From an optimization exercise on the open Yosys and OpenROAD flow, aimed at small area and a short achievable clock period; shortcuts taken in it are not production practice.
Function was checked by simulation only, so behaviour that the tests miss may differ from the original.

<file path="design/flow/design.v">
module pipeline (
  input  CLK,
  input  [31:0]counter_in,
  input  [127:0]target_hash,
  input  reset,
  output reg found,
  output reg [31:0]found_word
);
function [31:0] bswap(input [31:0] x);
  bswap = {x[7:0], x[15:8], x[23:16], x[31:24]};
endfunction
function eqadd(input [31:0] a, input [31:0] b, input [31:0] k);
  reg [31:0] cy;
  begin
    cy = {(a[30:0] & b[30:0]) | ((a[30:0] | b[30:0]) & ~k[30:0]), 1'b0};
    eqadd = ((a ^ b ^ k) == cy);
  end
endfunction
reg  [4:0]  step;
reg  [1:0]  ph;
reg  [31:0] q0, q1, q2, q3, t21, er;
wire busy = (step != 5'd22);
always @(posedge CLK)
  if (reset) begin step <= 5'd0; ph <= 2'd0; end
  else if (busy) begin
    ph <= (ph == 2'd2) ? 2'd0 : ph + 2'd1;
    if (ph == 2'd2) step <= step + 5'd1;
  end
reg  [31:0] ex, kc;
reg  [2:0]  rs;
wire [31:0] s001;
add_bk u_s001 (.a(~q0), .b(q1), .s(s001));
wire [31:0] dif = ~s001;   
always @* begin
  case (step)
    5'd0: begin ex = bswap(target_hash[95:64]); kc = 32'h10325478; rs = 3'd0; end
    5'd1: begin ex = bswap(target_hash[63:32]); kc = 32'h67452303; rs = 3'd0; end
    5'd2: begin ex = bswap(target_hash[31:0]); kc = 32'hefcdab8b; rs = 3'd0; end
    5'd3: begin ex = bswap(target_hash[127:96]); kc = 32'h98badd00; rs = 3'd0; end
    5'd4: begin ex = dif; kc = 32'h14792c70; rs = 3'd4; end
    5'd5: begin ex = dif; kc = 32'hd5282d46; rs = 3'd3; end
    5'd6: begin ex = dif; kc = 32'h42c50dcc; rs = 3'd2; end
    5'd7: begin ex = dif; kc = 32'h08ac817f; rs = 3'd1; end
    5'd8: begin ex = dif; kc = 32'hb1f7ee60; rs = 3'd4; end
    5'd9: begin ex = dif; kc = 32'h5cfebced; rs = 3'd3; end
    5'd10: begin ex = dif; kc = 32'h01d31921; rs = 3'd2; end
    5'd11: begin ex = dif; kc = 32'h905781b2; rs = 3'd1; end
    5'd12: begin ex = dif; kc = 32'h7a7ba1b0; rs = 3'd4; end
    5'd13: begin ex = dif; kc = 32'h00100b84; rs = 3'd3; end
    5'd14: begin ex = dif; kc = 32'h70f3336f; rs = 3'd2; end
    5'd15: begin ex = dif; kc = 32'h9aa4a63e; rs = 3'd1; end
    5'd16: begin ex = dif; kc = 32'h036c5fc8; rs = 3'd4; end
    5'd17: begin ex = dif; kc = 32'h546bdc3a; rs = 3'd3; end
    5'd18: begin ex = dif; kc = 32'hbcd5006a; rs = 3'd2; end
    5'd19: begin ex = dif; kc = 32'h0bd6ddbd; rs = 3'd1; end
    5'd20: begin ex = dif; kc = 32'h3b53a99c; rs = 3'd5; end
    5'd21: begin ex = dif; kc = 32'he05d8309; rs = 3'd6; end
    default: begin ex = dif; kc = 32'h0; rs = 3'd0; end
  endcase
end
reg  [31:0] rot;
always @*
  case (rs)
    3'd0: rot = er;
    3'd1: rot = {er[5:0], er[31:6]};
    3'd2: rot = {er[9:0], er[31:10]};
    3'd3: rot = {er[14:0], er[31:15]};
    3'd4: rot = {er[20:0], er[31:21]};
    3'd5: rot = {er[22:0], er[31:23]};
    3'd6: rot = {er[15:0], er[31:16]};
    default: rot = er;
  endcase
always @(posedge CLK)
  if (busy & (ph == 2'd0)) er <= ex;
  else if (busy & (ph == 2'd1)) er <= rot;
wire usef = (step >= 5'd4) && (step < 5'd20);
wire [31:0] nf = usef ? ~(q2 ^ (q1 | ~q3)) : 32'hffffffff;
wire [31:0] cs_s = er ^ nf ^ kc;
wire [31:0] cs_c = {(er[30:0] & nf[30:0]) | (er[30:0] & kc[30:0]) | (nf[30:0] & kc[30:0]), 1'b0};
wire [31:0] s002;
add_bk u_s002 (.a(cs_s), .b(cs_c), .s(s002));
always @(posedge CLK)
  if (busy & (ph == 2'd2)) begin
    q0 <= q1; q1 <= q2; q2 <= q3; q3 <= s002;
  end
always @(posedge CLK)
  if ((step == 5'd21) & (ph == 2'd0)) t21 <= q0 ^ q1;
reg  [31:0] w_in;
always @(posedge CLK) w_in <= counter_in;
wire [31:0] s003;
add_sk u_s003 (.a(bswap(w_in)), .b(32'hd76aa477), .s(s003));
wire [31:0] x_00 = s003;
wire [31:0] s004;
add_sk u_s004 (.a(32'hefcdab89), .b({x_00[24:0], x_00[31:25]}), .s(s004));
reg  [31:0] b_00;
always @(posedge CLK) b_00 <= s004;
reg  [31:0] w_01;
always @(posedge CLK) w_01 <= w_in;
wire [31:0] f_01 = ((b_00 & 32'hefcdab89) | (~b_00 & 32'h98badcfe));
wire [31:0] s005;
add_sk u_s005 (.a(f_01), .b(32'hf8fa0c4c), .s(s005));
wire [31:0] x_01 = s005;
wire [31:0] s006;
add_sk u_s006 (.a(b_00), .b({x_01[19:0], x_01[31:20]}), .s(s006));
reg  [31:0] b_01;
always @(posedge CLK) b_01 <= s006;
reg  [31:0] c_01;
always @(posedge CLK) c_01 <= b_00;
reg  [31:0] w_02;
always @(posedge CLK) w_02 <= w_01;
wire [31:0] f_02 = ((b_01 & c_01) | (~b_01 & 32'hefcdab89));
wire [31:0] s007;
add_sk u_s007 (.a(f_02), .b(32'hbcdb4dd9), .s(s007));
wire [31:0] x_02 = s007;
wire [31:0] s008;
add_sk u_s008 (.a(b_01), .b({x_02[14:0], x_02[31:15]}), .s(s008));
reg  [31:0] b_02;
always @(posedge CLK) b_02 <= s008;
reg  [31:0] c_02;
always @(posedge CLK) c_02 <= b_01;
reg  [31:0] d_02;
always @(posedge CLK) d_02 <= c_01;
reg  [31:0] w_03;
always @(posedge CLK) w_03 <= w_02;
wire [31:0] f_03 = ((b_02 & c_02) | (~b_02 & d_02));
wire [31:0] s009;
add_sk u_s009 (.a(f_03), .b(32'hb18b7a77), .s(s009));
wire [31:0] x_03 = s009;
wire [31:0] s010;
add_sk u_s010 (.a(b_02), .b({x_03[9:0], x_03[31:10]}), .s(s010));
reg  [31:0] b_03;
always @(posedge CLK) b_03 <= s010;
wire [31:0] s011;
add_bk u_s011 (.a(d_02), .b(32'hf57c0faf), .s(s011));
reg  [31:0] ap_03;
always @(posedge CLK) ap_03 <= s011;
reg  [31:0] c_03;
always @(posedge CLK) c_03 <= b_02;
reg  [31:0] d_03;
always @(posedge CLK) d_03 <= c_02;
reg  [31:0] w_04;
always @(posedge CLK) w_04 <= w_03;
wire [31:0] f_04 = ((b_03 & c_03) | (~b_03 & d_03));
wire [31:0] s012;
add_sk u_s012 (.a(ap_03), .b(f_04), .s(s012));
wire [31:0] x_04 = s012;
wire [31:0] s013;
add_sk u_s013 (.a(b_03), .b({x_04[24:0], x_04[31:25]}), .s(s013));
reg  [31:0] b_04;
always @(posedge CLK) b_04 <= s013;
wire [31:0] s014;
add_bk u_s014 (.a(d_03), .b(32'h4787c62a), .s(s014));
reg  [31:0] ap_04;
always @(posedge CLK) ap_04 <= s014;
reg  [31:0] c_04;
always @(posedge CLK) c_04 <= b_03;
reg  [31:0] d_04;
always @(posedge CLK) d_04 <= c_03;
reg  [31:0] w_05;
always @(posedge CLK) w_05 <= w_04;
wire [31:0] f_05 = ((b_04 & c_04) | (~b_04 & d_04));
wire [31:0] s015;
add_sk u_s015 (.a(ap_04), .b(f_05), .s(s015));
wire [31:0] x_05 = s015;
wire [31:0] s016;
add_sk u_s016 (.a(b_04), .b({x_05[19:0], x_05[31:20]}), .s(s016));
reg  [31:0] b_05;
always @(posedge CLK) b_05 <= s016;
wire [31:0] s017;
add_bk u_s017 (.a(d_04), .b(32'ha8304613), .s(s017));
reg  [31:0] ap_05;
always @(posedge CLK) ap_05 <= s017;
reg  [31:0] c_05;
always @(posedge CLK) c_05 <= b_04;
reg  [31:0] d_05;
always @(posedge CLK) d_05 <= c_04;
reg  [31:0] w_06;
always @(posedge CLK) w_06 <= w_05;
wire [31:0] f_06 = ((b_05 & c_05) | (~b_05 & d_05));
wire [31:0] s018;
add_sk u_s018 (.a(ap_05), .b(f_06), .s(s018));
wire [31:0] x_06 = s018;
wire [31:0] s019;
add_sk u_s019 (.a(b_05), .b({x_06[14:0], x_06[31:15]}), .s(s019));
reg  [31:0] b_06;
always @(posedge CLK) b_06 <= s019;
wire [31:0] s020;
add_bk u_s020 (.a(d_05), .b(32'hfd469501), .s(s020));
reg  [31:0] ap_06;
always @(posedge CLK) ap_06 <= s020;
reg  [31:0] c_06;
always @(posedge CLK) c_06 <= b_05;
reg  [31:0] d_06;
always @(posedge CLK) d_06 <= c_05;
reg  [31:0] w_07;
always @(posedge CLK) w_07 <= w_06;
wire [31:0] f_07 = ((b_06 & c_06) | (~b_06 & d_06));
wire [31:0] s021;
add_sk u_s021 (.a(ap_06), .b(f_07), .s(s021));
wire [31:0] x_07 = s021;
wire [31:0] s022;
add_sk u_s022 (.a(b_06), .b({x_07[9:0], x_07[31:10]}), .s(s022));
reg  [31:0] b_07;
always @(posedge CLK) b_07 <= s022;
wire [31:0] s023;
add_bk u_s023 (.a(d_06), .b(32'h698098d8), .s(s023));
reg  [31:0] ap_07;
always @(posedge CLK) ap_07 <= s023;
reg  [31:0] c_07;
always @(posedge CLK) c_07 <= b_06;
reg  [31:0] d_07;
always @(posedge CLK) d_07 <= c_06;
reg  [31:0] w_08;
always @(posedge CLK) w_08 <= w_07;
wire [31:0] f_08 = ((b_07 & c_07) | (~b_07 & d_07));
wire [31:0] s024;
add_sk u_s024 (.a(ap_07), .b(f_08), .s(s024));
wire [31:0] x_08 = s024;
wire [31:0] s025;
add_sk u_s025 (.a(b_07), .b({x_08[24:0], x_08[31:25]}), .s(s025));
reg  [31:0] b_08;
always @(posedge CLK) b_08 <= s025;
wire [31:0] s026;
add_bk u_s026 (.a(d_07), .b(32'h8b44f7af), .s(s026));
reg  [31:0] ap_08;
always @(posedge CLK) ap_08 <= s026;
reg  [31:0] c_08;
always @(posedge CLK) c_08 <= b_07;
reg  [31:0] d_08;
always @(posedge CLK) d_08 <= c_07;
reg  [31:0] w_09;
always @(posedge CLK) w_09 <= w_08;
wire [31:0] f_09 = ((b_08 & c_08) | (~b_08 & d_08));
wire [31:0] s027;
add_sk u_s027 (.a(ap_08), .b(f_09), .s(s027));
wire [31:0] x_09 = s027;
wire [31:0] s028;
add_sk u_s028 (.a(b_08), .b({x_09[19:0], x_09[31:20]}), .s(s028));
reg  [31:0] b_09;
always @(posedge CLK) b_09 <= s028;
wire [31:0] s029;
add_bk u_s029 (.a(d_08), .b(32'hffff5bb1), .s(s029));
reg  [31:0] ap_09;
always @(posedge CLK) ap_09 <= s029;
reg  [31:0] c_09;
always @(posedge CLK) c_09 <= b_08;
reg  [31:0] d_09;
always @(posedge CLK) d_09 <= c_08;
reg  [31:0] w_10;
always @(posedge CLK) w_10 <= w_09;
wire [31:0] f_10 = ((b_09 & c_09) | (~b_09 & d_09));
wire [31:0] s030;
add_sk u_s030 (.a(ap_09), .b(f_10), .s(s030));
wire [31:0] x_10 = s030;
wire [31:0] s031;
add_sk u_s031 (.a(b_09), .b({x_10[14:0], x_10[31:15]}), .s(s031));
reg  [31:0] b_10;
always @(posedge CLK) b_10 <= s031;
wire [31:0] s032;
add_bk u_s032 (.a(d_09), .b(32'h895cd7be), .s(s032));
reg  [31:0] ap_10;
always @(posedge CLK) ap_10 <= s032;
reg  [31:0] c_10;
always @(posedge CLK) c_10 <= b_09;
reg  [31:0] d_10;
always @(posedge CLK) d_10 <= c_09;
reg  [31:0] w_11;
always @(posedge CLK) w_11 <= w_10;
wire [31:0] f_11 = ((b_10 & c_10) | (~b_10 & d_10));
wire [31:0] s033;
add_sk u_s033 (.a(ap_10), .b(f_11), .s(s033));
wire [31:0] x_11 = s033;
wire [31:0] s034;
add_sk u_s034 (.a(b_10), .b({x_11[9:0], x_11[31:10]}), .s(s034));
reg  [31:0] b_11;
always @(posedge CLK) b_11 <= s034;
wire [31:0] s035;
add_bk u_s035 (.a(d_10), .b(32'h6b901122), .s(s035));
reg  [31:0] ap_11;
always @(posedge CLK) ap_11 <= s035;
reg  [31:0] c_11;
always @(posedge CLK) c_11 <= b_10;
reg  [31:0] d_11;
always @(posedge CLK) d_11 <= c_10;
reg  [31:0] w_12;
always @(posedge CLK) w_12 <= w_11;
wire [31:0] f_12 = ((b_11 & c_11) | (~b_11 & d_11));
wire [31:0] s036;
add_sk u_s036 (.a(ap_11), .b(f_12), .s(s036));
wire [31:0] x_12 = s036;
wire [31:0] s037;
add_sk u_s037 (.a(b_11), .b({x_12[24:0], x_12[31:25]}), .s(s037));
reg  [31:0] b_12;
always @(posedge CLK) b_12 <= s037;
wire [31:0] s038;
add_bk u_s038 (.a(d_11), .b(32'hfd987193), .s(s038));
reg  [31:0] ap_12;
always @(posedge CLK) ap_12 <= s038;
reg  [31:0] c_12;
always @(posedge CLK) c_12 <= b_11;
reg  [31:0] d_12;
always @(posedge CLK) d_12 <= c_11;
reg  [31:0] w_13;
always @(posedge CLK) w_13 <= w_12;
wire [31:0] f_13 = ((b_12 & c_12) | (~b_12 & d_12));
wire [31:0] s039;
add_sk u_s039 (.a(ap_12), .b(f_13), .s(s039));
wire [31:0] x_13 = s039;
wire [31:0] s040;
add_sk u_s040 (.a(b_12), .b({x_13[19:0], x_13[31:20]}), .s(s040));
reg  [31:0] b_13;
always @(posedge CLK) b_13 <= s040;
wire [31:0] s041;
add_bk u_s041 (.a(d_12), .b(32'ha67943ae), .s(s041));
reg  [31:0] ap_13;
always @(posedge CLK) ap_13 <= s041;
reg  [31:0] c_13;
always @(posedge CLK) c_13 <= b_12;
reg  [31:0] d_13;
always @(posedge CLK) d_13 <= c_12;
reg  [31:0] w_14;
always @(posedge CLK) w_14 <= w_13;
wire [31:0] f_14 = ((b_13 & c_13) | (~b_13 & d_13));
wire [31:0] s042;
add_sk u_s042 (.a(ap_13), .b(f_14), .s(s042));
wire [31:0] x_14 = s042;
wire [31:0] s043;
add_sk u_s043 (.a(b_13), .b({x_14[14:0], x_14[31:15]}), .s(s043));
reg  [31:0] b_14;
always @(posedge CLK) b_14 <= s043;
wire [31:0] s044;
add_bk u_s044 (.a(d_13), .b(32'h49b40821), .s(s044));
reg  [31:0] ap_14;
always @(posedge CLK) ap_14 <= s044;
reg  [31:0] c_14;
always @(posedge CLK) c_14 <= b_13;
reg  [31:0] d_14;
always @(posedge CLK) d_14 <= c_13;
reg  [31:0] w_15;
always @(posedge CLK) w_15 <= w_14;
wire [31:0] f_15 = ((b_14 & c_14) | (~b_14 & d_14));
wire [31:0] s045;
add_sk u_s045 (.a(ap_14), .b(f_15), .s(s045));
wire [31:0] x_15 = s045;
wire [31:0] s046;
add_sk u_s046 (.a(b_14), .b({x_15[9:0], x_15[31:10]}), .s(s046));
reg  [31:0] b_15;
always @(posedge CLK) b_15 <= s046;
wire [31:0] s047;
add_bk u_s047 (.a(d_14), .b(32'hf61e25e2), .s(s047));
reg  [31:0] ap_15;
always @(posedge CLK) ap_15 <= s047;
reg  [31:0] c_15;
always @(posedge CLK) c_15 <= b_14;
reg  [31:0] d_15;
always @(posedge CLK) d_15 <= c_14;
reg  [31:0] w_16;
always @(posedge CLK) w_16 <= w_15;
wire [31:0] f_16 = ((d_15 & b_15) | (c_15 & ~d_15));
wire [31:0] s048;
add_sk u_s048 (.a(ap_15), .b(f_16), .s(s048));
wire [31:0] x_16 = s048;
wire [31:0] s049;
add_sk u_s049 (.a(b_15), .b({x_16[26:0], x_16[31:27]}), .s(s049));
reg  [31:0] b_16;
always @(posedge CLK) b_16 <= s049;
wire [31:0] s050;
add_bk u_s050 (.a(d_15), .b(32'hc040b340), .s(s050));
reg  [31:0] ap_16;
always @(posedge CLK) ap_16 <= s050;
reg  [31:0] c_16;
always @(posedge CLK) c_16 <= b_15;
reg  [31:0] d_16;
always @(posedge CLK) d_16 <= c_15;
reg  [31:0] w_17;
always @(posedge CLK) w_17 <= w_16;
wire [31:0] f_17 = ((d_16 & b_16) | (c_16 & ~d_16));
wire [31:0] s051;
add_sk u_s051 (.a(ap_16), .b(f_17), .s(s051));
wire [31:0] x_17 = s051;
wire [31:0] s052;
add_sk u_s052 (.a(b_16), .b({x_17[22:0], x_17[31:23]}), .s(s052));
reg  [31:0] b_17;
always @(posedge CLK) b_17 <= s052;
wire [31:0] s053;
add_bk u_s053 (.a(d_16), .b(32'h265e5a51), .s(s053));
reg  [31:0] ap_17;
always @(posedge CLK) ap_17 <= s053;
reg  [31:0] c_17;
always @(posedge CLK) c_17 <= b_16;
reg  [31:0] d_17;
always @(posedge CLK) d_17 <= c_16;
reg  [31:0] w_18;
always @(posedge CLK) w_18 <= w_17;
wire [31:0] f_18 = ((d_17 & b_17) | (c_17 & ~d_17));
wire [31:0] s054;
add_sk u_s054 (.a(ap_17), .b(f_18), .s(s054));
wire [31:0] x_18 = s054;
wire [31:0] s055;
add_sk u_s055 (.a(b_17), .b({x_18[17:0], x_18[31:18]}), .s(s055));
reg  [31:0] b_18;
always @(posedge CLK) b_18 <= s055;
wire [31:0] s056;
add_bk u_s056 (.a(d_17), .b(32'he9b6c7aa), .s(s056));
wire [31:0] s057;
add_sk u_s057 (.a(s056), .b(bswap(w_18)), .s(s057));
reg  [31:0] ap_18;
always @(posedge CLK) ap_18 <= s057;
reg  [31:0] c_18;
always @(posedge CLK) c_18 <= b_17;
reg  [31:0] d_18;
always @(posedge CLK) d_18 <= c_17;
reg  [31:0] w_19;
always @(posedge CLK) w_19 <= w_18;
wire [31:0] f_19 = ((d_18 & b_18) | (c_18 & ~d_18));
wire [31:0] s058;
add_sk u_s058 (.a(ap_18), .b(f_19), .s(s058));
wire [31:0] x_19 = s058;
wire [31:0] s059;
add_sk u_s059 (.a(b_18), .b({x_19[11:0], x_19[31:12]}), .s(s059));
reg  [31:0] b_19;
always @(posedge CLK) b_19 <= s059;
wire [31:0] s060;
add_bk u_s060 (.a(d_18), .b(32'hd62f105d), .s(s060));
reg  [31:0] ap_19;
always @(posedge CLK) ap_19 <= s060;
reg  [31:0] c_19;
always @(posedge CLK) c_19 <= b_18;
reg  [31:0] d_19;
always @(posedge CLK) d_19 <= c_18;
reg  [31:0] w_20;
always @(posedge CLK) w_20 <= w_19;
wire [31:0] f_20 = ((d_19 & b_19) | (c_19 & ~d_19));
wire [31:0] s061;
add_sk u_s061 (.a(ap_19), .b(f_20), .s(s061));
wire [31:0] x_20 = s061;
wire [31:0] s062;
add_sk u_s062 (.a(b_19), .b({x_20[26:0], x_20[31:27]}), .s(s062));
reg  [31:0] b_20;
always @(posedge CLK) b_20 <= s062;
wire [31:0] s063;
add_bk u_s063 (.a(d_19), .b(32'h02441453), .s(s063));
reg  [31:0] ap_20;
always @(posedge CLK) ap_20 <= s063;
reg  [31:0] c_20;
always @(posedge CLK) c_20 <= b_19;
reg  [31:0] d_20;
always @(posedge CLK) d_20 <= c_19;
reg  [31:0] w_21;
always @(posedge CLK) w_21 <= w_20;
wire [31:0] f_21 = ((d_20 & b_20) | (c_20 & ~d_20));
wire [31:0] s064;
add_sk u_s064 (.a(ap_20), .b(f_21), .s(s064));
wire [31:0] x_21 = s064;
wire [31:0] s065;
add_sk u_s065 (.a(b_20), .b({x_21[22:0], x_21[31:23]}), .s(s065));
reg  [31:0] b_21;
always @(posedge CLK) b_21 <= s065;
wire [31:0] s066;
add_bk u_s066 (.a(d_20), .b(32'hd8a1e681), .s(s066));
reg  [31:0] ap_21;
always @(posedge CLK) ap_21 <= s066;
reg  [31:0] c_21;
always @(posedge CLK) c_21 <= b_20;
reg  [31:0] d_21;
always @(posedge CLK) d_21 <= c_20;
reg  [31:0] w_22;
always @(posedge CLK) w_22 <= w_21;
wire [31:0] f_22 = ((d_21 & b_21) | (c_21 & ~d_21));
wire [31:0] s067;
add_sk u_s067 (.a(ap_21), .b(f_22), .s(s067));
wire [31:0] x_22 = s067;
wire [31:0] s068;
add_sk u_s068 (.a(b_21), .b({x_22[17:0], x_22[31:18]}), .s(s068));
reg  [31:0] b_22;
always @(posedge CLK) b_22 <= s068;
wire [31:0] s069;
add_bk u_s069 (.a(d_21), .b(32'he7d3fbc8), .s(s069));
reg  [31:0] ap_22;
always @(posedge CLK) ap_22 <= s069;
reg  [31:0] c_22;
always @(posedge CLK) c_22 <= b_21;
reg  [31:0] d_22;
always @(posedge CLK) d_22 <= c_21;
reg  [31:0] w_23;
always @(posedge CLK) w_23 <= w_22;
wire [31:0] f_23 = ((d_22 & b_22) | (c_22 & ~d_22));
wire [31:0] s070;
add_sk u_s070 (.a(ap_22), .b(f_23), .s(s070));
wire [31:0] x_23 = s070;
wire [31:0] s071;
add_sk u_s071 (.a(b_22), .b({x_23[11:0], x_23[31:12]}), .s(s071));
reg  [31:0] b_23;
always @(posedge CLK) b_23 <= s071;
wire [31:0] s072;
add_bk u_s072 (.a(d_22), .b(32'h21e1cde6), .s(s072));
reg  [31:0] ap_23;
always @(posedge CLK) ap_23 <= s072;
reg  [31:0] c_23;
always @(posedge CLK) c_23 <= b_22;
reg  [31:0] d_23;
always @(posedge CLK) d_23 <= c_22;
reg  [31:0] w_24;
always @(posedge CLK) w_24 <= w_23;
wire [31:0] f_24 = ((d_23 & b_23) | (c_23 & ~d_23));
wire [31:0] s073;
add_sk u_s073 (.a(ap_23), .b(f_24), .s(s073));
wire [31:0] x_24 = s073;
wire [31:0] s074;
add_sk u_s074 (.a(b_23), .b({x_24[26:0], x_24[31:27]}), .s(s074));
reg  [31:0] b_24;
always @(posedge CLK) b_24 <= s074;
wire [31:0] s075;
add_bk u_s075 (.a(d_23), .b(32'hc33707f6), .s(s075));
reg  [31:0] ap_24;
always @(posedge CLK) ap_24 <= s075;
reg  [31:0] c_24;
always @(posedge CLK) c_24 <= b_23;
reg  [31:0] d_24;
always @(posedge CLK) d_24 <= c_23;
reg  [31:0] w_25;
always @(posedge CLK) w_25 <= w_24;
wire [31:0] f_25 = ((d_24 & b_24) | (c_24 & ~d_24));
wire [31:0] s076;
add_sk u_s076 (.a(ap_24), .b(f_25), .s(s076));
wire [31:0] x_25 = s076;
wire [31:0] s077;
add_sk u_s077 (.a(b_24), .b({x_25[22:0], x_25[31:23]}), .s(s077));
reg  [31:0] b_25;
always @(posedge CLK) b_25 <= s077;
wire [31:0] s078;
add_bk u_s078 (.a(d_24), .b(32'hf4d50d87), .s(s078));
reg  [31:0] ap_25;
always @(posedge CLK) ap_25 <= s078;
reg  [31:0] c_25;
always @(posedge CLK) c_25 <= b_24;
reg  [31:0] d_25;
always @(posedge CLK) d_25 <= c_24;
reg  [31:0] w_26;
always @(posedge CLK) w_26 <= w_25;
wire [31:0] f_26 = ((d_25 & b_25) | (c_25 & ~d_25));
wire [31:0] s079;
add_sk u_s079 (.a(ap_25), .b(f_26), .s(s079));
wire [31:0] x_26 = s079;
wire [31:0] s080;
add_sk u_s080 (.a(b_25), .b({x_26[17:0], x_26[31:18]}), .s(s080));
reg  [31:0] b_26;
always @(posedge CLK) b_26 <= s080;
wire [31:0] s081;
add_bk u_s081 (.a(d_25), .b(32'h455a14ed), .s(s081));
reg  [31:0] ap_26;
always @(posedge CLK) ap_26 <= s081;
reg  [31:0] c_26;
always @(posedge CLK) c_26 <= b_25;
reg  [31:0] d_26;
always @(posedge CLK) d_26 <= c_25;
reg  [31:0] w_27;
always @(posedge CLK) w_27 <= w_26;
wire [31:0] f_27 = ((d_26 & b_26) | (c_26 & ~d_26));
wire [31:0] s082;
add_sk u_s082 (.a(ap_26), .b(f_27), .s(s082));
wire [31:0] x_27 = s082;
wire [31:0] s083;
add_sk u_s083 (.a(b_26), .b({x_27[11:0], x_27[31:12]}), .s(s083));
reg  [31:0] b_27;
always @(posedge CLK) b_27 <= s083;
wire [31:0] s084;
add_bk u_s084 (.a(d_26), .b(32'ha9e3e905), .s(s084));
reg  [31:0] ap_27;
always @(posedge CLK) ap_27 <= s084;
reg  [31:0] c_27;
always @(posedge CLK) c_27 <= b_26;
reg  [31:0] d_27;
always @(posedge CLK) d_27 <= c_26;
reg  [31:0] w_28;
always @(posedge CLK) w_28 <= w_27;
wire [31:0] f_28 = ((d_27 & b_27) | (c_27 & ~d_27));
wire [31:0] s085;
add_sk u_s085 (.a(ap_27), .b(f_28), .s(s085));
wire [31:0] x_28 = s085;
wire [31:0] s086;
add_sk u_s086 (.a(b_27), .b({x_28[26:0], x_28[31:27]}), .s(s086));
reg  [31:0] b_28;
always @(posedge CLK) b_28 <= s086;
wire [31:0] s087;
add_bk u_s087 (.a(d_27), .b(32'hfcefa3f8), .s(s087));
reg  [31:0] ap_28;
always @(posedge CLK) ap_28 <= s087;
reg  [31:0] c_28;
always @(posedge CLK) c_28 <= b_27;
reg  [31:0] d_28;
always @(posedge CLK) d_28 <= c_27;
reg  [31:0] w_29;
always @(posedge CLK) w_29 <= w_28;
wire [31:0] f_29 = ((d_28 & b_28) | (c_28 & ~d_28));
wire [31:0] s088;
add_sk u_s088 (.a(ap_28), .b(f_29), .s(s088));
wire [31:0] x_29 = s088;
wire [31:0] s089;
add_sk u_s089 (.a(b_28), .b({x_29[22:0], x_29[31:23]}), .s(s089));
reg  [31:0] b_29;
always @(posedge CLK) b_29 <= s089;
wire [31:0] s090;
add_bk u_s090 (.a(d_28), .b(32'h676f02d9), .s(s090));
reg  [31:0] ap_29;
always @(posedge CLK) ap_29 <= s090;
reg  [31:0] c_29;
always @(posedge CLK) c_29 <= b_28;
reg  [31:0] d_29;
always @(posedge CLK) d_29 <= c_28;
reg  [31:0] w_30;
always @(posedge CLK) w_30 <= w_29;
wire [31:0] f_30 = ((d_29 & b_29) | (c_29 & ~d_29));
wire [31:0] s091;
add_sk u_s091 (.a(ap_29), .b(f_30), .s(s091));
wire [31:0] x_30 = s091;
wire [31:0] s092;
add_sk u_s092 (.a(b_29), .b({x_30[17:0], x_30[31:18]}), .s(s092));
reg  [31:0] b_30;
always @(posedge CLK) b_30 <= s092;
wire [31:0] s093;
add_bk u_s093 (.a(d_29), .b(32'h8d2a4c8a), .s(s093));
reg  [31:0] ap_30;
always @(posedge CLK) ap_30 <= s093;
reg  [31:0] c_30;
always @(posedge CLK) c_30 <= b_29;
reg  [31:0] d_30;
always @(posedge CLK) d_30 <= c_29;
reg  [31:0] w_31;
always @(posedge CLK) w_31 <= w_30;
wire [31:0] f_31 = ((d_30 & b_30) | (c_30 & ~d_30));
wire [31:0] s094;
add_sk u_s094 (.a(ap_30), .b(f_31), .s(s094));
wire [31:0] x_31 = s094;
wire [31:0] s095;
add_sk u_s095 (.a(b_30), .b({x_31[11:0], x_31[31:12]}), .s(s095));
reg  [31:0] b_31;
always @(posedge CLK) b_31 <= s095;
wire [31:0] s096;
add_bk u_s096 (.a(d_30), .b(32'hfffa3942), .s(s096));
reg  [31:0] ap_31;
always @(posedge CLK) ap_31 <= s096;
reg  [31:0] c_31;
always @(posedge CLK) c_31 <= b_30;
reg  [31:0] d_31;
always @(posedge CLK) d_31 <= c_30;
reg  [31:0] w_32;
always @(posedge CLK) w_32 <= w_31;
wire [31:0] f_32 = (b_31 ^ c_31 ^ d_31);
wire [31:0] s097;
add_sk u_s097 (.a(ap_31), .b(f_32), .s(s097));
wire [31:0] x_32 = s097;
wire [31:0] s098;
add_sk u_s098 (.a(b_31), .b({x_32[27:0], x_32[31:28]}), .s(s098));
reg  [31:0] b_32;
always @(posedge CLK) b_32 <= s098;
wire [31:0] s099;
add_bk u_s099 (.a(d_31), .b(32'h8771f681), .s(s099));
reg  [31:0] ap_32;
always @(posedge CLK) ap_32 <= s099;
reg  [31:0] c_32;
always @(posedge CLK) c_32 <= b_31;
reg  [31:0] d_32;
always @(posedge CLK) d_32 <= c_31;
reg  [31:0] w_33;
always @(posedge CLK) w_33 <= w_32;
wire [31:0] f_33 = (b_32 ^ c_32 ^ d_32);
wire [31:0] s100;
add_sk u_s100 (.a(ap_32), .b(f_33), .s(s100));
wire [31:0] x_33 = s100;
wire [31:0] s101;
add_sk u_s101 (.a(b_32), .b({x_33[20:0], x_33[31:21]}), .s(s101));
reg  [31:0] b_33;
always @(posedge CLK) b_33 <= s101;
wire [31:0] s102;
add_bk u_s102 (.a(d_32), .b(32'h6d9d6122), .s(s102));
reg  [31:0] ap_33;
always @(posedge CLK) ap_33 <= s102;
reg  [31:0] c_33;
always @(posedge CLK) c_33 <= b_32;
reg  [31:0] d_33;
always @(posedge CLK) d_33 <= c_32;
reg  [31:0] w_34;
always @(posedge CLK) w_34 <= w_33;
wire [31:0] f_34 = (b_33 ^ c_33 ^ d_33);
wire [31:0] s103;
add_sk u_s103 (.a(ap_33), .b(f_34), .s(s103));
wire [31:0] x_34 = s103;
wire [31:0] s104;
add_sk u_s104 (.a(b_33), .b({x_34[15:0], x_34[31:16]}), .s(s104));
reg  [31:0] b_34;
always @(posedge CLK) b_34 <= s104;
wire [31:0] s105;
add_bk u_s105 (.a(d_33), .b(32'hfde5382c), .s(s105));
reg  [31:0] ap_34;
always @(posedge CLK) ap_34 <= s105;
reg  [31:0] c_34;
always @(posedge CLK) c_34 <= b_33;
reg  [31:0] d_34;
always @(posedge CLK) d_34 <= c_33;
reg  [31:0] w_35;
always @(posedge CLK) w_35 <= w_34;
wire [31:0] f_35 = (b_34 ^ c_34 ^ d_34);
wire [31:0] s106;
add_sk u_s106 (.a(ap_34), .b(f_35), .s(s106));
wire [31:0] x_35 = s106;
wire [31:0] s107;
add_sk u_s107 (.a(b_34), .b({x_35[8:0], x_35[31:9]}), .s(s107));
reg  [31:0] b_35;
always @(posedge CLK) b_35 <= s107;
wire [31:0] s108;
add_bk u_s108 (.a(d_34), .b(32'ha4beeac4), .s(s108));
reg  [31:0] ap_35;
always @(posedge CLK) ap_35 <= s108;
reg  [31:0] c_35;
always @(posedge CLK) c_35 <= b_34;
reg  [31:0] d_35;
always @(posedge CLK) d_35 <= c_34;
reg  [31:0] w_36;
always @(posedge CLK) w_36 <= w_35;
wire [31:0] f_36 = (b_35 ^ c_35 ^ d_35);
wire [31:0] s109;
add_sk u_s109 (.a(ap_35), .b(f_36), .s(s109));
wire [31:0] x_36 = s109;
wire [31:0] s110;
add_sk u_s110 (.a(b_35), .b({x_36[27:0], x_36[31:28]}), .s(s110));
reg  [31:0] b_36;
always @(posedge CLK) b_36 <= s110;
wire [31:0] s111;
add_bk u_s111 (.a(d_35), .b(32'h4bdecfa9), .s(s111));
reg  [31:0] ap_36;
always @(posedge CLK) ap_36 <= s111;
reg  [31:0] c_36;
always @(posedge CLK) c_36 <= b_35;
reg  [31:0] d_36;
always @(posedge CLK) d_36 <= c_35;
reg  [31:0] w_37;
always @(posedge CLK) w_37 <= w_36;
wire [31:0] f_37 = (b_36 ^ c_36 ^ d_36);
wire [31:0] s112;
add_sk u_s112 (.a(ap_36), .b(f_37), .s(s112));
wire [31:0] x_37 = s112;
wire [31:0] s113;
add_sk u_s113 (.a(b_36), .b({x_37[20:0], x_37[31:21]}), .s(s113));
reg  [31:0] b_37;
always @(posedge CLK) b_37 <= s113;
wire [31:0] s114;
add_bk u_s114 (.a(d_36), .b(32'hf6bb4b60), .s(s114));
reg  [31:0] ap_37;
always @(posedge CLK) ap_37 <= s114;
reg  [31:0] c_37;
always @(posedge CLK) c_37 <= b_36;
reg  [31:0] d_37;
always @(posedge CLK) d_37 <= c_36;
reg  [31:0] w_38;
always @(posedge CLK) w_38 <= w_37;
wire [31:0] f_38 = (b_37 ^ c_37 ^ d_37);
wire [31:0] s115;
add_sk u_s115 (.a(ap_37), .b(f_38), .s(s115));
wire [31:0] x_38 = s115;
wire [31:0] s116;
add_sk u_s116 (.a(b_37), .b({x_38[15:0], x_38[31:16]}), .s(s116));
reg  [31:0] b_38;
always @(posedge CLK) b_38 <= s116;
wire [31:0] s117;
add_bk u_s117 (.a(d_37), .b(32'hbebfbc70), .s(s117));
reg  [31:0] ap_38;
always @(posedge CLK) ap_38 <= s117;
reg  [31:0] c_38;
always @(posedge CLK) c_38 <= b_37;
reg  [31:0] d_38;
always @(posedge CLK) d_38 <= c_37;
reg  [31:0] w_39;
always @(posedge CLK) w_39 <= w_38;
wire [31:0] f_39 = (b_38 ^ c_38 ^ d_38);
wire [31:0] s118;
add_sk u_s118 (.a(ap_38), .b(f_39), .s(s118));
wire [31:0] x_39 = s118;
wire [31:0] s119;
add_sk u_s119 (.a(b_38), .b({x_39[8:0], x_39[31:9]}), .s(s119));
reg  [31:0] b_39;
always @(posedge CLK) b_39 <= s119;
wire [31:0] s120;
add_bk u_s120 (.a(d_38), .b(32'h289b7ec6), .s(s120));
reg  [31:0] ap_39;
always @(posedge CLK) ap_39 <= s120;
reg  [31:0] c_39;
always @(posedge CLK) c_39 <= b_38;
reg  [31:0] d_39;
always @(posedge CLK) d_39 <= c_38;
reg  [31:0] w_40;
always @(posedge CLK) w_40 <= w_39;
wire [31:0] wsy = bswap(w_40);
wire [31:0] s121;
add_sk u_s121 (.a(~q1), .b(wsy), .s(s121));
wire [31:0] y44_n = ~s121;
wire [31:0] t43 = t21 ^ y44_n;
wire [31:0] s122;
add_sk u_s122 (.a(~q2), .b(t43), .s(s122));
reg  [31:0] y43_b;
always @(posedge CLK) y43_b <= ~s122;
reg  [31:0] y44_b;
always @(posedge CLK) y44_b <= y44_n;
wire [31:0] f_40 = (b_39 ^ c_39 ^ d_39);
wire [31:0] s123;
add_sk u_s123 (.a(ap_39), .b(f_40), .s(s123));
wire [31:0] x_40 = s123;
wire [31:0] s124;
add_sk u_s124 (.a(b_39), .b({x_40[27:0], x_40[31:28]}), .s(s124));
reg  [31:0] b_40;
always @(posedge CLK) b_40 <= s124;
wire [31:0] s125;
add_bk u_s125 (.a(d_39), .b(32'heaa127fa), .s(s125));
wire [31:0] s126;
add_sk u_s126 (.a(s125), .b(bswap(w_40)), .s(s126));
reg  [31:0] ap_40;
always @(posedge CLK) ap_40 <= s126;
reg  [31:0] c_40;
always @(posedge CLK) c_40 <= b_39;
reg  [31:0] d_40;
always @(posedge CLK) d_40 <= c_39;
reg  [31:0] w_41;
always @(posedge CLK) w_41 <= w_40;
wire [31:0] t42 = q0 ^ y44_b ^ y43_b;
wire [31:0] s127;
add_bk u_s127 (.a(~q3), .b(t42), .s(s127));
reg  [31:0] y42_c;
always @(posedge CLK) y42_c <= ~s127;
reg  [31:0] y43_c;
always @(posedge CLK) y43_c <= y43_b;
reg  [31:0] y44_c;
always @(posedge CLK) y44_c <= y44_b;
wire [31:0] f_41 = (b_40 ^ c_40 ^ d_40);
wire [31:0] s128;
add_sk u_s128 (.a(ap_40), .b(f_41), .s(s128));
wire [31:0] x_41 = s128;
wire [31:0] s129;
add_sk u_s129 (.a(b_40), .b({x_41[20:0], x_41[31:21]}), .s(s129));
reg  [31:0] b_41;
always @(posedge CLK) b_41 <= s129;
wire [31:0] s130;
add_bk u_s130 (.a(d_40), .b(32'hd4ef3085), .s(s130));
reg  [31:0] ap_41;
always @(posedge CLK) ap_41 <= s130;
reg  [31:0] c_41;
always @(posedge CLK) c_41 <= b_40;
reg  [31:0] d_41;
always @(posedge CLK) d_41 <= c_40;
reg  [31:0] w_42;
always @(posedge CLK) w_42 <= w_41;
wire [31:0] f_42 = b_41 ^ c_41 ^ d_41;
wire [31:0] s131;
add_sk u_s131 (.a(ap_41), .b(f_42), .s(s131));
wire [31:0] f_43 = y42_c ^ b_41 ^ c_41;
wire [31:0] k_43 = 32'h04881d05;
wire [31:0] ss_43 = d_41 ^ f_43 ^ k_43;
wire [31:0] sc_43 = {(d_41[30:0] & f_43[30:0]) | (d_41[30:0] & k_43[30:0]) | (f_43[30:0] & k_43[30:0]), 1'b0};
wire [31:0] s132;
add_sk u_s132 (.a(ss_43), .b(sc_43), .s(s132));
wire [31:0] f_44 = y43_c ^ y42_c ^ b_41;
wire [31:0] k_44 = 32'hd9d4d039;
wire [31:0] ss_44 = c_41 ^ f_44 ^ k_44;
wire [31:0] sc_44 = {(c_41[30:0] & f_44[30:0]) | (c_41[30:0] & k_44[30:0]) | (f_44[30:0] & k_44[30:0]), 1'b0};
wire [31:0] s133;
add_sk u_s133 (.a(ss_44), .b(sc_44), .s(s133));
wire [31:0] f_45 = y44_c ^ y43_c ^ y42_c;
wire [31:0] k_45 = 32'he6db99e5;
wire [31:0] ss_45 = b_41 ^ f_45 ^ k_45;
wire [31:0] sc_45 = {(b_41[30:0] & f_45[30:0]) | (b_41[30:0] & k_45[30:0]) | (f_45[30:0] & k_45[30:0]), 1'b0};
wire [31:0] s134;
add_sk u_s134 (.a(ss_45), .b(sc_45), .s(s134));
always @(posedge CLK) found <= eqadd(b_41, {s131[15:0], s131[31:16]}, y42_c) & eqadd(y42_c, {s132[8:0], s132[31:9]}, y43_c) & eqadd(y43_c, {s133[27:0], s133[31:28]}, y44_c) & eqadd(y44_c, {s134[20:0], s134[31:21]}, q0);
always @(posedge CLK) found_word <= w_42;
endmodule
module add_bk (input [31:0] a, input [31:0] b, output [31:0] s);
  wire [31:0] g0 = a & b;
  wire [31:0] p0 = a ^ b;
  wire g_0 = g0[1] | (p0[1] & g0[0]);
  wire g_1 = g0[3] | (p0[3] & g0[2]);
  wire p_1 = p0[3] & p0[2];
  wire g_2 = g0[5] | (p0[5] & g0[4]);
  wire p_2 = p0[5] & p0[4];
  wire g_3 = g0[7] | (p0[7] & g0[6]);
  wire p_3 = p0[7] & p0[6];
  wire g_4 = g0[9] | (p0[9] & g0[8]);
  wire p_4 = p0[9] & p0[8];
  wire g_5 = g0[11] | (p0[11] & g0[10]);
  wire p_5 = p0[11] & p0[10];
  wire g_6 = g0[13] | (p0[13] & g0[12]);
  wire p_6 = p0[13] & p0[12];
  wire g_7 = g0[15] | (p0[15] & g0[14]);
  wire p_7 = p0[15] & p0[14];
  wire g_8 = g0[17] | (p0[17] & g0[16]);
  wire p_8 = p0[17] & p0[16];
  wire g_9 = g0[19] | (p0[19] & g0[18]);
  wire p_9 = p0[19] & p0[18];
  wire g_10 = g0[21] | (p0[21] & g0[20]);
  wire p_10 = p0[21] & p0[20];
  wire g_11 = g0[23] | (p0[23] & g0[22]);
  wire p_11 = p0[23] & p0[22];
  wire g_12 = g0[25] | (p0[25] & g0[24]);
  wire p_12 = p0[25] & p0[24];
  wire g_13 = g0[27] | (p0[27] & g0[26]);
  wire p_13 = p0[27] & p0[26];
  wire g_14 = g0[29] | (p0[29] & g0[28]);
  wire p_14 = p0[29] & p0[28];
  wire g_15 = g0[31] | (p0[31] & g0[30]);
  wire p_15 = p0[31] & p0[30];
  wire g_16 = g_1 | (p_1 & g_0);
  wire g_17 = g_3 | (p_3 & g_2);
  wire p_17 = p_3 & p_2;
  wire g_18 = g_5 | (p_5 & g_4);
  wire p_18 = p_5 & p_4;
  wire g_19 = g_7 | (p_7 & g_6);
  wire p_19 = p_7 & p_6;
  wire g_20 = g_9 | (p_9 & g_8);
  wire p_20 = p_9 & p_8;
  wire g_21 = g_11 | (p_11 & g_10);
  wire p_21 = p_11 & p_10;
  wire g_22 = g_13 | (p_13 & g_12);
  wire p_22 = p_13 & p_12;
  wire g_23 = g_15 | (p_15 & g_14);
  wire p_23 = p_15 & p_14;
  wire g_24 = g_17 | (p_17 & g_16);
  wire g_25 = g_19 | (p_19 & g_18);
  wire p_25 = p_19 & p_18;
  wire g_26 = g_21 | (p_21 & g_20);
  wire p_26 = p_21 & p_20;
  wire g_27 = g_23 | (p_23 & g_22);
  wire p_27 = p_23 & p_22;
  wire g_28 = g_25 | (p_25 & g_24);
  wire g_29 = g_27 | (p_27 & g_26);
  wire p_29 = p_27 & p_26;
  wire g_30 = g_29 | (p_29 & g_28);
  wire g_31 = g_26 | (p_26 & g_28);
  wire g_32 = g_18 | (p_18 & g_24);
  wire g_33 = g_20 | (p_20 & g_28);
  wire g_34 = g_22 | (p_22 & g_31);
  wire g_35 = g_2 | (p_2 & g_16);
  wire g_36 = g_4 | (p_4 & g_24);
  wire g_37 = g_6 | (p_6 & g_32);
  wire g_38 = g_8 | (p_8 & g_28);
  wire g_39 = g_10 | (p_10 & g_33);
  wire g_40 = g_12 | (p_12 & g_31);
  wire g_41 = g_14 | (p_14 & g_34);
  wire g_42 = g0[2] | (p0[2] & g_0);
  wire g_43 = g0[4] | (p0[4] & g_16);
  wire g_44 = g0[6] | (p0[6] & g_35);
  wire g_45 = g0[8] | (p0[8] & g_24);
  wire g_46 = g0[10] | (p0[10] & g_36);
  wire g_47 = g0[12] | (p0[12] & g_32);
  wire g_48 = g0[14] | (p0[14] & g_37);
  wire g_49 = g0[16] | (p0[16] & g_28);
  wire g_50 = g0[18] | (p0[18] & g_38);
  wire g_51 = g0[20] | (p0[20] & g_33);
  wire g_52 = g0[22] | (p0[22] & g_39);
  wire g_53 = g0[24] | (p0[24] & g_31);
  wire g_54 = g0[26] | (p0[26] & g_40);
  wire g_55 = g0[28] | (p0[28] & g_34);
  wire g_56 = g0[30] | (p0[30] & g_41);
  wire [31:0] c;
  assign c[0] = 1'b0;
  assign c[1] = g0[0];
  assign c[2] = g_0;
  assign c[3] = g_42;
  assign c[4] = g_16;
  assign c[5] = g_43;
  assign c[6] = g_35;
  assign c[7] = g_44;
  assign c[8] = g_24;
  assign c[9] = g_45;
  assign c[10] = g_36;
  assign c[11] = g_46;
  assign c[12] = g_32;
  assign c[13] = g_47;
  assign c[14] = g_37;
  assign c[15] = g_48;
  assign c[16] = g_28;
  assign c[17] = g_49;
  assign c[18] = g_38;
  assign c[19] = g_50;
  assign c[20] = g_33;
  assign c[21] = g_51;
  assign c[22] = g_39;
  assign c[23] = g_52;
  assign c[24] = g_31;
  assign c[25] = g_53;
  assign c[26] = g_40;
  assign c[27] = g_54;
  assign c[28] = g_34;
  assign c[29] = g_55;
  assign c[30] = g_41;
  assign c[31] = g_56;
  assign s = p0 ^ c;
endmodule
module add_sk (input [31:0] a, input [31:0] b, output [31:0] s);
  wire [31:0] g0 = a & b;
  wire [31:0] p0 = a ^ b;
  wire g_0 = g0[1] | (p0[1] & g0[0]);
  wire g_1 = g0[3] | (p0[3] & g0[2]);
  wire p_1 = p0[3] & p0[2];
  wire g_2 = g0[5] | (p0[5] & g0[4]);
  wire p_2 = p0[5] & p0[4];
  wire g_3 = g0[7] | (p0[7] & g0[6]);
  wire p_3 = p0[7] & p0[6];
  wire g_4 = g0[9] | (p0[9] & g0[8]);
  wire p_4 = p0[9] & p0[8];
  wire g_5 = g0[11] | (p0[11] & g0[10]);
  wire p_5 = p0[11] & p0[10];
  wire g_6 = g0[13] | (p0[13] & g0[12]);
  wire p_6 = p0[13] & p0[12];
  wire g_7 = g0[15] | (p0[15] & g0[14]);
  wire p_7 = p0[15] & p0[14];
  wire g_8 = g0[17] | (p0[17] & g0[16]);
  wire p_8 = p0[17] & p0[16];
  wire g_9 = g0[19] | (p0[19] & g0[18]);
  wire p_9 = p0[19] & p0[18];
  wire g_10 = g0[21] | (p0[21] & g0[20]);
  wire p_10 = p0[21] & p0[20];
  wire g_11 = g0[23] | (p0[23] & g0[22]);
  wire p_11 = p0[23] & p0[22];
  wire g_12 = g0[25] | (p0[25] & g0[24]);
  wire p_12 = p0[25] & p0[24];
  wire g_13 = g0[27] | (p0[27] & g0[26]);
  wire p_13 = p0[27] & p0[26];
  wire g_14 = g0[29] | (p0[29] & g0[28]);
  wire p_14 = p0[29] & p0[28];
  wire g_15 = g0[31] | (p0[31] & g0[30]);
  wire p_15 = p0[31] & p0[30];
  wire g_16 = g0[2] | (p0[2] & g_0);
  wire g_17 = g_1 | (p_1 & g_0);
  wire g_18 = g0[6] | (p0[6] & g_2);
  wire p_18 = p0[6] & p_2;
  wire g_19 = g_3 | (p_3 & g_2);
  wire p_19 = p_3 & p_2;
  wire g_20 = g0[10] | (p0[10] & g_4);
  wire p_20 = p0[10] & p_4;
  wire g_21 = g_5 | (p_5 & g_4);
  wire p_21 = p_5 & p_4;
  wire g_22 = g0[14] | (p0[14] & g_6);
  wire p_22 = p0[14] & p_6;
  wire g_23 = g_7 | (p_7 & g_6);
  wire p_23 = p_7 & p_6;
  wire g_24 = g0[18] | (p0[18] & g_8);
  wire p_24 = p0[18] & p_8;
  wire g_25 = g_9 | (p_9 & g_8);
  wire p_25 = p_9 & p_8;
  wire g_26 = g0[22] | (p0[22] & g_10);
  wire p_26 = p0[22] & p_10;
  wire g_27 = g_11 | (p_11 & g_10);
  wire p_27 = p_11 & p_10;
  wire g_28 = g0[26] | (p0[26] & g_12);
  wire p_28 = p0[26] & p_12;
  wire g_29 = g_13 | (p_13 & g_12);
  wire p_29 = p_13 & p_12;
  wire g_30 = g0[30] | (p0[30] & g_14);
  wire p_30 = p0[30] & p_14;
  wire g_31 = g_15 | (p_15 & g_14);
  wire p_31 = p_15 & p_14;
  wire g_32 = g0[4] | (p0[4] & g_17);
  wire g_33 = g_2 | (p_2 & g_17);
  wire g_34 = g_18 | (p_18 & g_17);
  wire g_35 = g_19 | (p_19 & g_17);
  wire g_36 = g0[12] | (p0[12] & g_21);
  wire p_36 = p0[12] & p_21;
  wire g_37 = g_6 | (p_6 & g_21);
  wire p_37 = p_6 & p_21;
  wire g_38 = g_22 | (p_22 & g_21);
  wire p_38 = p_22 & p_21;
  wire g_39 = g_23 | (p_23 & g_21);
  wire p_39 = p_23 & p_21;
  wire g_40 = g0[20] | (p0[20] & g_25);
  wire p_40 = p0[20] & p_25;
  wire g_41 = g_10 | (p_10 & g_25);
  wire p_41 = p_10 & p_25;
  wire g_42 = g_26 | (p_26 & g_25);
  wire p_42 = p_26 & p_25;
  wire g_43 = g_27 | (p_27 & g_25);
  wire p_43 = p_27 & p_25;
  wire g_44 = g0[28] | (p0[28] & g_29);
  wire p_44 = p0[28] & p_29;
  wire g_45 = g_14 | (p_14 & g_29);
  wire p_45 = p_14 & p_29;
  wire g_46 = g_30 | (p_30 & g_29);
  wire p_46 = p_30 & p_29;
  wire g_47 = g_31 | (p_31 & g_29);
  wire p_47 = p_31 & p_29;
  wire g_48 = g0[8] | (p0[8] & g_35);
  wire g_49 = g_4 | (p_4 & g_35);
  wire g_50 = g_20 | (p_20 & g_35);
  wire g_51 = g_21 | (p_21 & g_35);
  wire g_52 = g_36 | (p_36 & g_35);
  wire g_53 = g_37 | (p_37 & g_35);
  wire g_54 = g_38 | (p_38 & g_35);
  wire g_55 = g_39 | (p_39 & g_35);
  wire g_56 = g0[24] | (p0[24] & g_43);
  wire p_56 = p0[24] & p_43;
  wire g_57 = g_12 | (p_12 & g_43);
  wire p_57 = p_12 & p_43;
  wire g_58 = g_28 | (p_28 & g_43);
  wire p_58 = p_28 & p_43;
  wire g_59 = g_29 | (p_29 & g_43);
  wire p_59 = p_29 & p_43;
  wire g_60 = g_44 | (p_44 & g_43);
  wire p_60 = p_44 & p_43;
  wire g_61 = g_45 | (p_45 & g_43);
  wire p_61 = p_45 & p_43;
  wire g_62 = g_46 | (p_46 & g_43);
  wire p_62 = p_46 & p_43;
  wire g_63 = g_47 | (p_47 & g_43);
  wire p_63 = p_47 & p_43;
  wire g_64 = g0[16] | (p0[16] & g_55);
  wire g_65 = g_8 | (p_8 & g_55);
  wire g_66 = g_24 | (p_24 & g_55);
  wire g_67 = g_25 | (p_25 & g_55);
  wire g_68 = g_40 | (p_40 & g_55);
  wire g_69 = g_41 | (p_41 & g_55);
  wire g_70 = g_42 | (p_42 & g_55);
  wire g_71 = g_43 | (p_43 & g_55);
  wire g_72 = g_56 | (p_56 & g_55);
  wire g_73 = g_57 | (p_57 & g_55);
  wire g_74 = g_58 | (p_58 & g_55);
  wire g_75 = g_59 | (p_59 & g_55);
  wire g_76 = g_60 | (p_60 & g_55);
  wire g_77 = g_61 | (p_61 & g_55);
  wire g_78 = g_62 | (p_62 & g_55);
  wire g_79 = g_63 | (p_63 & g_55);
  wire [31:0] c;
  assign c[0] = 1'b0;
  assign c[1] = g0[0];
  assign c[2] = g_0;
  assign c[3] = g_16;
  assign c[4] = g_17;
  assign c[5] = g_32;
  assign c[6] = g_33;
  assign c[7] = g_34;
  assign c[8] = g_35;
  assign c[9] = g_48;
  assign c[10] = g_49;
  assign c[11] = g_50;
  assign c[12] = g_51;
  assign c[13] = g_52;
  assign c[14] = g_53;
  assign c[15] = g_54;
  assign c[16] = g_55;
  assign c[17] = g_64;
  assign c[18] = g_65;
  assign c[19] = g_66;
  assign c[20] = g_67;
  assign c[21] = g_68;
  assign c[22] = g_69;
  assign c[23] = g_70;
  assign c[24] = g_71;
  assign c[25] = g_72;
  assign c[26] = g_73;
  assign c[27] = g_74;
  assign c[28] = g_75;
  assign c[29] = g_76;
  assign c[30] = g_77;
  assign c[31] = g_78;
  assign s = p0 ^ c;
endmodule
</file>
<file path="design/flow/flow/run.sh">
#!/bin/bash
# Layout flow: the standard ORFS flow, with Yosys's full/half-adder
# extraction turned off (the RTL already spells out its adders as prefix
# networks), larger clock-tree sink clusters without dummy loads, and more
# antenna-repair rounds after detailed routing.
set -euo pipefail
bash standard.sh ADDER_MAP_FILE= MAX_REPAIR_ANTENNAS_ITER_DRT=10 ENABLE_RESISTANCE_AWARE=1 \
  "CTS_ARGS=-sink_clustering_enable -repair_clock_nets -dont_use_dummy_load -sink_clustering_size 24 -sink_clustering_max_diameter 80" \
  finish > standard.log 2>&1
</file>
<file path="design/flow/standard.sh">
#!/bin/bash
# synth_recipe.tcl (not shown) runs the flow's synth.tcl, then flattens the netlist and writes it again
# the make line also repeats each setting of config.mk as NAME=value (left out here)
make -C /OpenROAD-flow-scripts/flow DESIGN_CONFIG=/design/flow/config.mk WORK_HOME=/design/flow/orfs CLKGATE_MAP_FILE= SYNTH_SCRIPT=/design/flow/synth_recipe.tcl "${@:-finish}"
</file>
<file path="design/flow/config.mk">
export PLATFORM = sky130hd
export DESIGN_NAME = pipeline
export DESIGN_NICKNAME = pipeline
export VERILOG_FILES = /design/flow/design.v
export SDC_FILE = /design/flow/constraint.sdc
export NUM_CORES = 8
export LEC_CHECK = 0
export ABC_AREA = 1
export CAP_MARGIN = 20
export CORE_MARGIN = 2
export CORE_UTILIZATION = 55
export PLACE_DENSITY = 0.68
export SETUP_SLACK_MARGIN = 3.6
export SLEW_MARGIN = 20
</file>
<file path="design/flow/constraint.sdc">
create_clock -name core_clock -period 7.5 [get_ports {CLK}]
set_input_delay 1.5000 -clock core_clock [delete_from_list [all_inputs] [get_ports {CLK}]]
set_output_delay 1.5000 -clock core_clock [all_outputs]
set_load 0.01 [all_outputs]
</file>
==> key figures, run 1 <==
STA
  • Final Setup Violations: 0
  • Minimum clock period: 3952 ps
  • Worst slew pin tran: 1371 ps
  • Fin crit share: 52.69%
  • Setup TNS Final: 0 ps
  • Max-Slew Margin vs Limit: 7.617%
  • WHS: 245.8 ps
  • Final Max Tran Viols: 0
  • Final Skew: 115.0 ps
  • RSZ-0062 raised after global routing: true
  • FMAX: 253.0 MHz
  • Final hold vios: 0

Clock tree
  • CTS buffer count: 407
  • Clock transition at path regs: 90 ps
  • Sink Count: 6952
  • H-tree levels: 5
  • CTS Root Cell: clkbuf_16
  • Quantity of hold-fixing buffers added after cts: 0
  • CTS tree: done
  • Worst skew pair latency: 1120 ps
  • Worst-case clock buffer depth: 4

Place
  • Placed Instances: 59040
  • Port bufs: 194
  • Post-DP HPWL: 1060 mm
  • Post-DP Area: 0.3541 mm2
  • Global placer's final weighted congestion: 1.070

Worst setup path
  • Critical Path RT: 8500 ps
  • R2R setup slack: 3550 ps
  • CP cell instances: xnor2_1, xor2_1, nor2_1, inv_1, nand2_1, nor2_1, nand2_1, nor2_1, nand3_1, nand2_1, nand2_1, nand2_1, nand3_1, nand2_1, nand2_1, nand2_1, nand3_1, nor2_2, nand3_1, nor2_4, nand3_1, nor2_1
  • R2R Path End: found
  • WP data arrival: 4960 ps
  • Crit end category: flip-flop
  • Critical path class: flip-flop to flip-flop
  • CP max FO: 4
  • Worst Reg2Reg Path Length in Cells: 22
  • Slowest stage delay, CP: 630 ps
  • Startpoint Class: flip-flop
  • Reg-to-Reg Start: c_41[29]
  • Crit-path slowest cell: xor2_1
  • Most frequent CP cell: nand2_1

Global route
  • Global Route Usage Sum: 38.36%
  • First-pass GRT wire length: 1809 mm
  • Gr ovfl total: 0
  • Vias in the first global route: 293600
  • Largest net degree at the start of global routing: 57
  • Initial antenna violation count: 127

Synthesis
  • Avg Cell Area, Syn: 6.764 um2
  • Top cells by count, synth: nand2_1 (18310), inv_1 (7132), dfxtp_1 (6760), nor2_1 (4064), nand3_1 (3888)
  • Seq/Total Area, Yosys: 41.19%
  • Post-Syn Instances: 50640
  • Netlist Area Pre-Place: 0.3426 mm2
  • Ys Warns: 1
  • Asr flop ratio synth: 0%
  • Seq cells post-synth: 6952
  • Most common cell in the netlist: nand2_1
  • Yosys cell types: 99
  • Synth Flop Type: dfxtp_1
  • Number of synthesized flops with an enable pin: 192
  • Largest area contributor in the netlist: dfxtp_1
  • Area share of the largest cell type after synthesis: 39.51%
  • Synth top area cells: dfxtp_1 (40%), nand2_1 (20%), inv_1 (7.8%), nand3_1 (5.7%), xor2_1 (4.6%)
  • Syn nets: 50810

Detailed routing
  • Remaining DRCs: 0
  • Wire per inst: 21.33 um
  • ANT nets after route: 0
  • DR vias: 325000
  • DRT Pass-1 Iters: 11
  • Vias per inst: 5.430
  • DR iter-0 viols: 34130
  • Total detailed-routing wirelength: 1276 mm

Cells and area
  • Finished Cell Area: 0.3758 mm2
  • Share of layout cells above drive strength 1: 9.504%
  • Syn-to-layout area delta: 9.716%
  • Finished Layout Cells: 59850
  • Nets: 51620
  • Util after Layout: 60.61%

Floorplanning
  • I/O Pins: 195
  • Die X: 793.2 um
  • Placeable Area: 0.6201 mm2
  • Chip height: 793.2 um
  • Row cnt: 289
  • Total Die Area: 0.6292 mm2
  • Initial core utilization: 55.24%

Worst hold path
  • Hold depth: 0
  • Hold WC Path Type: flip-flop to flip-flop
  • HP Start: w_33[9]
  • Hold Path Sink: w_34[9]

Status
  • Outcome: finished clean

Run
  • Max Cap Viol: 0
stage by stage:
| stage | setup slack [ps] |
|---|---|
| 2_1_floorplan | 3831 |
| 3_3_place_gp | 1934 |
| 3_5_place_dp | 2026 |
| 4_1_cts | 3467 |
| 5_1_grt | 3419 |
| 6_report | 3548 |
worst max path at each step:
stage | startpoint | end | slack, ps
2_1_floorplan | step[3] | er[0] | 3830
5_1_grt | y44_c[10] | found | 3420
6_report | c_41[29] | found | 3550
3_3_place_gp | y42_c[5] | found | 1930
4_1_cts | b_41[17] | found | 3470
3_5_place_dp | y42_c[5] | found | 2030
worst max-delay path: cells and delay by family (launching register included):
family | cells | cell delay, ps
simple gates | 19 | 2250
flops | 1 | 430
buf+inv | 1 | 80
xor+xnor | 2 | 1140
placed cells by master (no fill, tap or decap), types with 60 or more instances in the layout:
master	synthesis	final
nand2_1	18310	17880
inv_1	7132	7075
dfxtp_1	6760	6194
nor2_1	4064	3839
nand3_1	3888	3738
xor2_1	1780	1680
a21oi_1	1361	1225
o21ai_0	1331	1211
nand2_2	612	892
xnor2_1	896	844
or2_2	732	731
nand3b_1	457	457
dfxtp_2	0	447
clkbuf_16	0	408
nor2_2	233	385
buf_4	11	290
nor3_1	298	275
a21boi_0	299	273
nand3_2	145	270
o21ai_1	230	260
inv_2	181	215
clkdlybuf4s50_1	0	194
edfxtp_1	192	192
nand2_4	83	187
a21o_1	182	181
or2_1	174	170
nand4_1	165	165
a21oi_2	57	146
o21ai_2	53	131
dfxtp_4	0	119
nor2_4	41	114
diode_2	0	105
xor2_2	9	99
mux2i_1	88	86
a31oi_1	95	84
o211ai_1	69	69
nand2_8	0	68
o21a_1	69	67
o22ai_1	60	60
routing by layer:
| metal | vias up | global-route usage, % | wire length, um | share of wire (%) |
|---|---|---|---|---|
| li1 | 157600 | - | - | - |
| met1 | 149000 | 48.96 | 510400 | 40 |
| met2 | 15000 | 60.78 | 556100 | 44 |
| met3 | 3371 | 6.836 | 118500 | 9.3 |
| met4 | 32 | 22.92 | 91350 | 7.2 |
| met5 | - | 0.02269 | 201 | 0.016 |
final cells by class:
type,count,area (um2)
multi-input combinational,36250,180700
clock buffer,407,10180
fill,56650,244300
sequential,6952,142100
timing repair buffer,515,4669
antenna,105,262.8
inverter,7326,27590
tap,8293,10380
repair_timing:
action | in CTS | in global routing
setup buffers | 42 | 227
gates resized for setup | 558 | 2058
pin swaps | 24 | 240
setup endpoints to repair | 532 | 1037
cloned | 2 | 26
cells by family after synthesis:
| logic type | synth area share [%] |
|---|---|
| AND/OR/NAND/NOR | 36.36 |
| buffers and inverters | 8.380 |
| flip-flops | 41.19 |
| AO/OA/AOI/OAI | 6.847 |
| XOR/XNOR | 6.960 |
| multiplexers | 0.2604 |
| adder cells (fa/ha/maj) | 0.006209 |
==> run 2, diff against run 1 <==
--- a/design/flow/config.mk
+++ b/design/flow/config.mk
@@ -11,4 +11,4 @@
 export CORE_UTILIZATION = 55
 export PLACE_DENSITY = 0.68
-export SETUP_SLACK_MARGIN = 3.6
+export SETUP_SLACK_MARGIN = 3.9
 export SLEW_MARGIN = 20
==> key figures, run 2 <==
Status
  • Outcome: finished clean

Global route
  • Vias in the first global route: 299200
  • Gr ovfl total: 0
  • Initial antenna violation count: 104
  • Global Route Usage Sum: 39.23%
  • First-pass GRT wire length: 1848 mm

Floorplanning
  • Placeable Area: 0.6201 mm2
  • Chip height: 793.2 um
  • Total Die Area: 0.6292 mm2
  • I/O Pins: 195
  • Row cnt: 289
  • Initial core utilization: 55.24%

Worst setup path
  • R2R Path End: b_12[30]
  • WP data arrival: 4820 ps
  • Critical path class: flip-flop to flip-flop
  • Critical Path RT: 8490 ps
  • Worst Reg2Reg Path Length in Cells: 26
  • Startpoint Class: flip-flop
  • Crit end category: flip-flop

Run
  • Max Cap Viol: 0

STA
  • Final hold vios: 0
  • FMAX: 261.3 MHz
  • Minimum clock period: 3827 ps
  • Fin crit share: 51.02%
  • Final Skew: 125.2 ps
  • Final Max Tran Viols: 0
  • RSZ-0062 raised after global routing: true

Synthesis
  • Synth top area cells: dfxtp_1 (40%), nand2_1 (20%), inv_1 (7.8%), nand3_1 (5.7%), xor2_1 (4.6%)
  • Synth Flop Type: dfxtp_1
  • Avg Cell Area, Syn: 6.764 um2
  • Top cells by count, synth: nand2_1 (18310), inv_1 (7132), dfxtp_1 (6760), nor2_1 (4064), nand3_1 (3888)
  • Largest area contributor in the netlist: dfxtp_1
  • Ys Warns: 1
  • Most common cell in the netlist: nand2_1
  • Syn nets: 50810
  • Seq cells post-synth: 6952
  • Post-Syn Instances: 50640
  • Seq/Total Area, Yosys: 41.19%

Detailed routing
  • DR iter-0 viols: 40740
  • Total detailed-routing wirelength: 1355 mm
  • DR top layer: met5
  • DRT Pass-1 Iters: 14
  • Vias per inst: 5.553
  • Metal2 WL: 598.9 mm
  • Remaining DRCs: 0
  • Wire per inst: 22.21 um

Place
  • Port bufs: 194
  • Placed Instances: 59040

Clock tree
  • CTS Root Cell: clkbuf_16
  • H-tree levels: 5
  • Clock transition at path regs: 90 ps
  • Worst skew pair latency: 1130 ps
  • CTS tree: done
  • Sink Count: 6952
  • Worst-case clock buffer depth: 4
  • CTS buffer count: 403

Worst hold path
  • Hold Path Sink: w_42[8]
  • Hold WC Path Type: flip-flop to flip-flop
  • HP Start: w_41[8]

Cells and area
  • Commonest non-fill, non-tap cell in the layout: nand2_1
  • Most frequent cells in the layout: nand2_1 (16330), inv_1 (6903), dfxtp_1 (5470)
  • Share of layout cells above drive strength 1: 19.33%
  • Syn-to-layout area delta: 18.33%
## run 2: what timing repair did
action                                   CTS  global route
endpoints found under the setup margin  1135          1286
pin swaps                                238          1479
buffers inserted                         274          1077
hold buffers                               0             0
gates cloned                              26            49
gates resized for setup                 2184          6450
## run 2: final cells by class
cell class / count / area (um2)
multi-input combinational: 36300 / 199100
sequential: 6952 / 143800
fill: 52350 / 214800
tap: 8293 / 10380
timing repair buffer: 1596 / 13970
clock buffer: 403 / 10080
antenna: 127 / 317.8
inverter: 7326 / 27690
## run 2: critical path: stages, from the launching register on
cell and delay, ps:
dfxtp_2 330, buf_6 130, clkinvlp_4 170, or2_1 270, o21ai_2 80, xor2_1 210, inv_1 80, nand2_2 90
nand2_1 70, nand2_2 110, nand2_4 70, nand3_4 100, nand2_8 80, nand3_1 140, nand2_1 80, xnor2_1 140
nand2_1 140, nand2_1 110, nor2_1 250, nand2_1 200, inv_1 200, nand2_4 160, nor3_4 180, nand2_4 70
nand2_1 60, nand2_1 40, nand2_1 110
## run 2: logic make-up after synthesis
group                      share of synthesized area (%)
AOI/OAI and AO/OA                                  6.847
and+or+nand+nor                                    36.36
adders and majority gates                       0.006209
DFF                                                41.19
muxes                                             0.2604
xor gates and xnor gates                           6.960
buffers and inverters                              8.380
## run 2: worst max path at each step
stage	from	to
floorplan	step[2]	step[4]
global placement	b_41[17]	found
detailed placement	y43_c[0]	found
finish	b_11[2]	b_12[30]
CTS	y42_c[11]	found
global route	b_11[2]	b_12[30]
## run 2: layer usage
| layer | vias to the layer above | global-route usage, % |
|---|---|---|
| met5 | - | 0 |
| met4 | 32 | 23.02 |
| met3 | 4298 | 7.568 |
| met2 | 18000 | 61.77 |
| met1 | 156300 | 50.18 |
| li1 | 160000 | - |
## run 2: metrics by stage
step,setup WS [ps],util (%),hold WS [ps],cell area (um2)
after global placement,2118,57.09,309.5,354000
final,3673,65.37,246.1,405400
after detailed placement,2183,57.09,312.1,354100
after CTS,3740,60.30,286.6,374000
after global routing,3526,65.34,269.4,405200
after floorplan,3871,-,309.6,342600

re-timing with driven ports:
How much do the figures lean on ideal ports? The routed layouts below were timed once more, with nothing changed but the port constraints.
Step 1 (the two cells are an assumption about what drives the block):
set clk [get_ports {CLK}]
set_driving_cell -lib_cell sky130_fd_sc_hd__clkbuf_16 $clk
set_driving_cell -lib_cell sky130_fd_sc_hd__buf_2 [delete_from_list [all_inputs] $clk]
Step 2 also shifts input and output timing later by t, the mid clock arrival at the registers, as if the neighbouring blocks saw the same clock.
Slacks: no drivers / after step 1 / after step 2; pairs: no drivers / after step 1.
run	t (ns)	slack for setup (ns)	hold slack, ns	worst slew at a driven data input, ns	cell pins on the clock port's net
run 1	1.236	3.548 / 3.521 / 3.150	0.246 / 0.246 / 0.246	0.08	1
run 2	1.226	3.673 / 3.673 / 3.345	0.246 / 0.246 / 0.246	0.10	1
After both steps setup and hold are still met in every run listed. The setup slack of run 1, which loses most, moves by -0.027 ns with the drivers and by -0.398 ns with both steps.
